What follows belongs to an exercise in optimizing a design on an open flow for small area, a short achievable clock period and few clock cycles per item; a production flow would make more cautious choices.
The RTL was checked by simulation tests, not by an equivalence proof against the original design.

try-cedar:
==> flow/design.v <==
module SIMON_function
#(	parameter N = 32		)
 (	input logic [N-1:0] in,
	output logic [N-1:0] out	);
always_comb
begin
	out = ({in[N-2:0], in[N-1]} & {in[N-9:0], in[N-1:N-8]}) ^ {in[N-3:0], in[N-1:N-2]};
end
endmodule
module SIMON_round
#(	parameter N = 32		)
 (	input logic [2*N-1:0] block,
	input logic [N-1:0] key,
	output logic [2*N-1:0] out	);
logic [N-1:0] f;
SIMON_function #(N) func(.in(block[2*N-1:N]), .out(f));
always_comb
begin
	out[N-1:0] = block[2*N-1:N];
	out[2*N-1:N] = block[N-1:0] ^ key ^ f;
end
endmodule
module SIMON_keyexpansion
#(	parameter N = 32		)
 (	input logic [N-1:0] far, k1, k3,
	input logic zb,
	output logic [N-1:0] out		);
logic [N-1:0] t;
always_comb
begin
	t = {k1[2:0], k1[N-1:3]} ^ k3;
	t = t ^ {t[0], t[N-1:1]};
	out = ~far ^ t ^ {{(N-1){1'b0}}, zb} ^ 'd3;
end
endmodule
module SIMON_control
#(	parameter N = 32	)
 (	input logic clk, nR,
	input logic newData, newKey,
	input logic enc_dec, readData,
	input logic [2*N-1:0] plain,
	input logic [4*N-1:0] key,
	output logic ldData, ldKey,
	output logic doneData, doneKey,
	output logic [2*N-1:0] cipher	);
localparam logic [61:0] z = 62'b11110000101100111001010001001000000111101001100011010111011011;
localparam int LAST = 21;
logic run;		 
logic [4:0] cnt;	 
logic last;		 
logic par;		 
logic ks1, ks2;	 
logic act;		 
logic pend;		 
logic kvalid;	 
logic enc;		 
logic [2*N-1:0] P;
logic [3:0][N-1:0] A, B;
logic goKey, goData, start;
logic run_n, last_n, par_n, ks1_n, ks2_n, act_n, pend_n, kvalid_n;
logic doneKey_n, doneData_n;
logic [4:0] cnt_n;
assign goKey = newKey && ldKey;
assign goData = newData && ldData;
logic [2:0][2*N-1:0] r;
logic [1:0][N-1:0] rk;
assign rk[0] = enc ? A[2] : B[3];
assign rk[1] = enc ? A[3] : B[2];
assign r[0] = P;
genvar g;
generate
	for(g=0; g<2; g++)
	begin : rounds
		SIMON_round #(N) rd(.block(r[g]), .key(rk[g]), .out(r[g+1]));
	end
endgenerate
logic [5:0][N-1:0] af, bb;
logic [1:0] za, zbk;
function automatic logic zc(input int i);
	zc = (i >= 0 && i < 62) ? z[i] : 1'b0;
endfunction
always_comb
	for(int i=0; i<2; i++)
	begin
		za[i] = zc(2*cnt - 2 + i);
		zbk[i] = ks1 ? 1'b0 : zc(39 - 2*cnt - i);
	end
assign af[3:0] = A;
assign bb[5:2] = B;
generate
	for(g=0; g<2; g++)
	begin : ksteps
		SIMON_keyexpansion #(N) kf(.far(af[g]), .k1(af[g+3]), .k3(af[g+1]), .zb(za[g]), .out(af[g+4]));
		SIMON_keyexpansion #(N) kb(.far(bb[5-g]), .k1(bb[4-g]), .k3(bb[2-g]), .zb(zbk[g]), .out(bb[1-g]));
	end
endgenerate
always_comb
begin
	run_n = run;
	cnt_n = cnt;
	par_n = par;
	ks1_n = 1'b0;
	ks2_n = 1'b0;
	act_n = act;
	pend_n = pend;
	kvalid_n = kvalid;
	doneKey_n = doneKey || goKey;
	doneData_n = doneData && !readData;
	start = 1'b0;		 
	if(run)
	begin
		cnt_n = cnt + 5'd1;
		if(last)
		begin
			run_n = 1'b0;
			par_n = 1'b0;
			kvalid_n = 1'b1;
			act_n = 1'b0;
			if(act)	doneData_n = 1'b1;
			start = 1'b1;
		end
	end
	else if(ks1)	ks2_n = 1'b1;
	else if(ks2)
	begin
		par_n = 1'b0;
		start = 1'b1;
	end
	else
	begin
		par_n = !par;
		start = par;
	end
	if(goKey)
	begin
		kvalid_n = 1'b0;
		ks1_n = 1'b1;
		start = 1'b0;
	end
	if(goData)	pend_n = 1'b1;
	if(start && pend_n)
	begin
		run_n = 1'b1;
		cnt_n = 'b0;
		act_n = (goData ? enc_dec : enc) || kvalid_n;
		pend_n = !act_n;
	end
	last_n = run_n && (cnt_n == LAST);
end
always_ff @(posedge clk, negedge nR)
begin
	if(~nR)
	begin
		run <= 1'b0;
		cnt <= 'b0;
		last <= 1'b0;
		par <= 1'b0;
		ks1 <= 1'b0;
		ks2 <= 1'b0;
		act <= 1'b0;
		pend <= 1'b0;
		kvalid <= 1'b0;
		enc <= 1'b0;
		doneKey <= 1'b0;
		doneData <= 1'b0;
		ldKey <= 1'b0;
		ldData <= 1'b0;
	end
	else
	begin
		run <= run_n;
		cnt <= cnt_n;
		last <= last_n;
		par <= par_n;
		ks1 <= ks1_n;
		ks2 <= ks2_n;
		act <= act_n;
		pend <= pend_n;
		kvalid <= kvalid_n;
		doneKey <= doneKey_n;
		doneData <= doneData_n;
		ldKey <= !pend_n && !ks1_n && !ks2_n && (!run_n || last_n);
		ldData <= doneKey_n && !doneData_n && !pend_n && !run_n && !ks1_n && (ks2_n || par_n);
		if(ldData)	enc <= enc_dec;
	end
end
always_ff @(posedge clk)
begin
	if(ldData)	P <= enc_dec ? plain : {plain[N-1:0], plain[2*N-1:N]};
	else if(run && act)	P <= (last && !enc) ? {r[2][N-1:0], r[2][2*N-1:N]} : r[2];
end
assign cipher = P;
always_ff @(posedge clk)
begin
	if(goKey)	B <= key;
	else if(run && !last)
	begin
		if(kvalid)	B <= {B[1:0], bb[1:0]};
	end
	else if(ks1)	B <= {B[1:0], bb[1:0]};
	else if(!ks2)	B <= A;
end
always_ff @(posedge clk)
begin
	if(run && !last)	A <= af[5:2];
	else	A <= B;
end
endmodule
module SIMON_64128
#(	parameter N = 32,
	parameter M = 4		)
 (	input logic clk, nR,
	input logic newData, newKey,
	input logic enc_dec, readData,
	input logic [2*N-1:0] plain,
	input logic [M-1:0][N-1:0] key,
	output logic ldData, ldKey,
	output logic doneData, doneKey,
	output logic [2*N-1:0] cipher	);
SIMON_control #(N) control(.*);
endmodule
export LEC_CHECK = 0
export CAP_MARGIN = 20
export CORE_MARGIN = 2
export CORE_UTILIZATION = 40
export GPL_ROUTABILITY_DRIVEN = 0
export SETUP_SLACK_MARGIN = 3.3
export SLEW_MARGIN = 20
create_clock -name core_clock -period 6.0 [get_ports {clk}]
standard.sh (not shown) runs the stock make flow with config.mk's settings and CLKGATE_MAP_FILE= SYNTH_SCRIPT=/design/flow/synth_recipe.tcl, a recipe that flattens the netlist after the stock synthesis.
==> flow/flow/run.sh <==
#!/bin/bash
# The standard layout (standard.sh, unchanged synthesis and steps), except that
# the port buffers placement inserts on every input and output are plain
# buffers (buf_2) instead of the delay cells buffer_ports picks by default;
# timing repair may still resize them.
set -euo pipefail
export BUFFER_PORTS_ARGS="-buffer_cell sky130_fd_sc_hd__buf_2"
bash standard.sh > standard.log 2>&1
try-cedar completed every stage of the flow, and the final layout passed the timing, DRC and antenna checks.
Testbench counts of try-cedar, summed over its fixed seeds: cycles 11,866, blocks 480.
--- input diff try-cedar..try-zinc ---
- PLACE_DENSITY: unset -> 0.8
- SETUP_SLACK_MARGIN: 3.3 -> 3.45
Results
- Length of routed wiring on met1: try-zinc vs try-cedar down about 11%
- try-cedar reports its type of the setup path with the least slack as flop to flop while try-zinc reports flop to output pin.
- try-cedar → try-zinc: routing usage on met1 has decreased, worst-skew pair later-pin latency has remained practically unchanged.
- Met3 usage in global routing (try-zinc over try-cedar): increase, 0.35 points
- Comparing try-zinc and try-cedar, number of buffers inserted by post-CTS setup repair is lower on try-cedar.
- Summary: minimum clock period, try-zinc better than try-cedar
> inputs changed (try-zinc -> try-yarrow)
- a deleted GPL_ROUTABILITY_DRIVEN that had been 0
- a deleted PLACE_DENSITY that had been 0.8
- a change of SETUP_SLACK_MARGIN from 3.45 to 3.8
### Flow results
The final cell utilization of the core in try-yarrow sits 8.4 points above the value recorded for try-zinc. try-yarrow vs. try-zinc: total of cells resized after clock tree synthesis moved up, fraction of met2 tracks used by global routing moved up. When the final numbers for try-yarrow and try-zinc were put side by side, the via count turned out to be greater in try-yarrow. Against try-zinc, try-yarrow reports a worst-case setup slack after placement that is higher. Detailed route wirelength on metal3 is higher on try-yarrow.
diff inputs: try-yarrow => try-harbor
- PLACE_DENSITY now 0.8, previously not set
- SETUP_SLACK_MARGIN now 3.4, was 3.8
- GPL_ROUTABILITY_DRIVEN now 0, previously not set
[summary]
try-yarrow -> try-harbor: total iterations of the first detailed-routing run delta 0, exact match
Relative to try-yarrow, cell count has decreased by 8.0% in try-harbor.
In try-harbor the number of setup buffers added after CTS turned out 215 lower than in try-yarrow.
Of try-harbor and try-yarrow, it is try-harbor that has the higher critical path data arrival time.
Delta (try-harbor minus try-yarrow): via count fell by 7.5%; non-clock buffer count in the final layout now smaller; post-CTS resize count decreased by about 90% relative to the old numbers; net count after synthesis ~0 delta.
The inputs of try-fjord differ from those of try-harbor as listed below.
- SETUP_SLACK_MARGIN now 3.45, was 3.4
-- flow/flow/run.sh --
<<< try-harbor, line 4
# buffers (buf_2) instead of the delay cells buffer_ports picks by default;
>>> try-fjord, line 4
# buffers (buf_1) instead of the delay cells buffer_ports picks by default;
<<< try-harbor, line 7
export BUFFER_PORTS_ARGS="-buffer_cell sky130_fd_sc_hd__buf_2"
>>> try-fjord, line 7
export BUFFER_PORTS_ARGS="-buffer_cell sky130_fd_sc_hd__buf_1"
Findings:
- Post-layout minimum cycle time: try-fjord < try-harbor
- Fraction of layout cells with a size suffix above 1, try-fjord and try-harbor, higher one = try-harbor.
- Comparing try-fjord and try-harbor, the lower endpoint arrival time on the critical path is on try-fjord.
- Diff try-fjord and try-harbor: fmax higher in try-fjord
- Compared with try-harbor, placement density in the core of try-fjord is higher.
- try-fjord against try-harbor; layout net count is up slightly.
- try-harbor has lower wire length reported by the detailed router than try-fjord.
- [try-fjord vs try-harbor] layout clock buffer count: higher in try-fjord
- Going from try-harbor to try-fjord, cell count along the critical path grows by 4.
- In try-fjord, the worst-margin pin slew came out 0.060 ns above the value in try-harbor.
--- input diff try-fjord..try-garnet ---
- swapping 3.45 for 3.55 in SETUP_SLACK_MARGIN
-- flow/flow/run.sh --
<<< try-fjord, line 4
# buffers (buf_1) instead of the delay cells buffer_ports picks by default;
>>> try-garnet, line 4
# buffers (buf_2) instead of the delay cells buffer_ports picks by default;
<<< try-fjord, line 7
export BUFFER_PORTS_ARGS="-buffer_cell sky130_fd_sc_hd__buf_1"
>>> try-garnet, line 7
export BUFFER_PORTS_ARGS="-buffer_cell sky130_fd_sc_hd__buf_2"
--- outcome ---
Compared with try-fjord, routed wire length on met2 in try-garnet increased slightly. The wire length of try-garnet is higher than that of try-fjord. Between try-fjord and try-garnet, the synthesized cell area figures differ only marginally. Summary of try-garnet over try-fjord: final setup skew now sits at about the same level, layout overhead on the synthesized area went up 6.4 points. Final hold slack: higher on try-fjord. try-garnet was carried through to the last stage, and its layout satisfied the timing, DRC and antenna checks. Looking at number of clock buffer instances in the layout, try-garnet sits 1.6% below try-fjord. try-garnet vs try-fjord on global-route usage: try-garnet is the higher one. | core utilization | lower: try-fjord |.

port drivers added, routing unchanged:
In the flow no input, the clock included, has a driving cell. The finished layouts below were timed again as built, in two steps.
Step 1: set_driving_cell puts a clkbuf_16 on clk and a buf_2 on each other input, an assumption about the parent block.
Step 2 moves the port delays by t, midway between the first and last clock arrival at a register: inputs arrive t later, outputs are due t later. That takes back most of the time a late clock gives input paths.
Three values: ideal ports, drivers, drivers and shift; two values: the first two.
run | t (ns) | slack for setup (ns) | clock arrival spread, ns | worst slew at a driven data input, ns
try-cedar | 0.625 | 3.329 / 3.289 / 2.812 | 0.012 / 0.012 | 0.08
try-zinc | 0.609 | 3.442 / 3.387 / 2.982 | 0.015 / 0.015 | 0.08
try-yarrow | 0.625 | 3.509 / 3.463 / 3.132 | 0.023 / 0.023 | 0.05
try-harbor | 0.617 | 3.366 / 3.356 / 2.935 | 0.028 / 0.028 | 0.11
try-fjord | 0.613 | 3.398 / 3.396 / 2.931 | 0.013 / 0.013 | 0.11
try-garnet | 0.597 | 3.428 / 3.411 / 3.160 | 0.013 / 0.013 | 0.11
After both steps setup and hold are still met in every run listed. For try-cedar, which loses most, drivers alone change the setup slack by -0.040 ns; drivers and shift together by -0.517 ns.
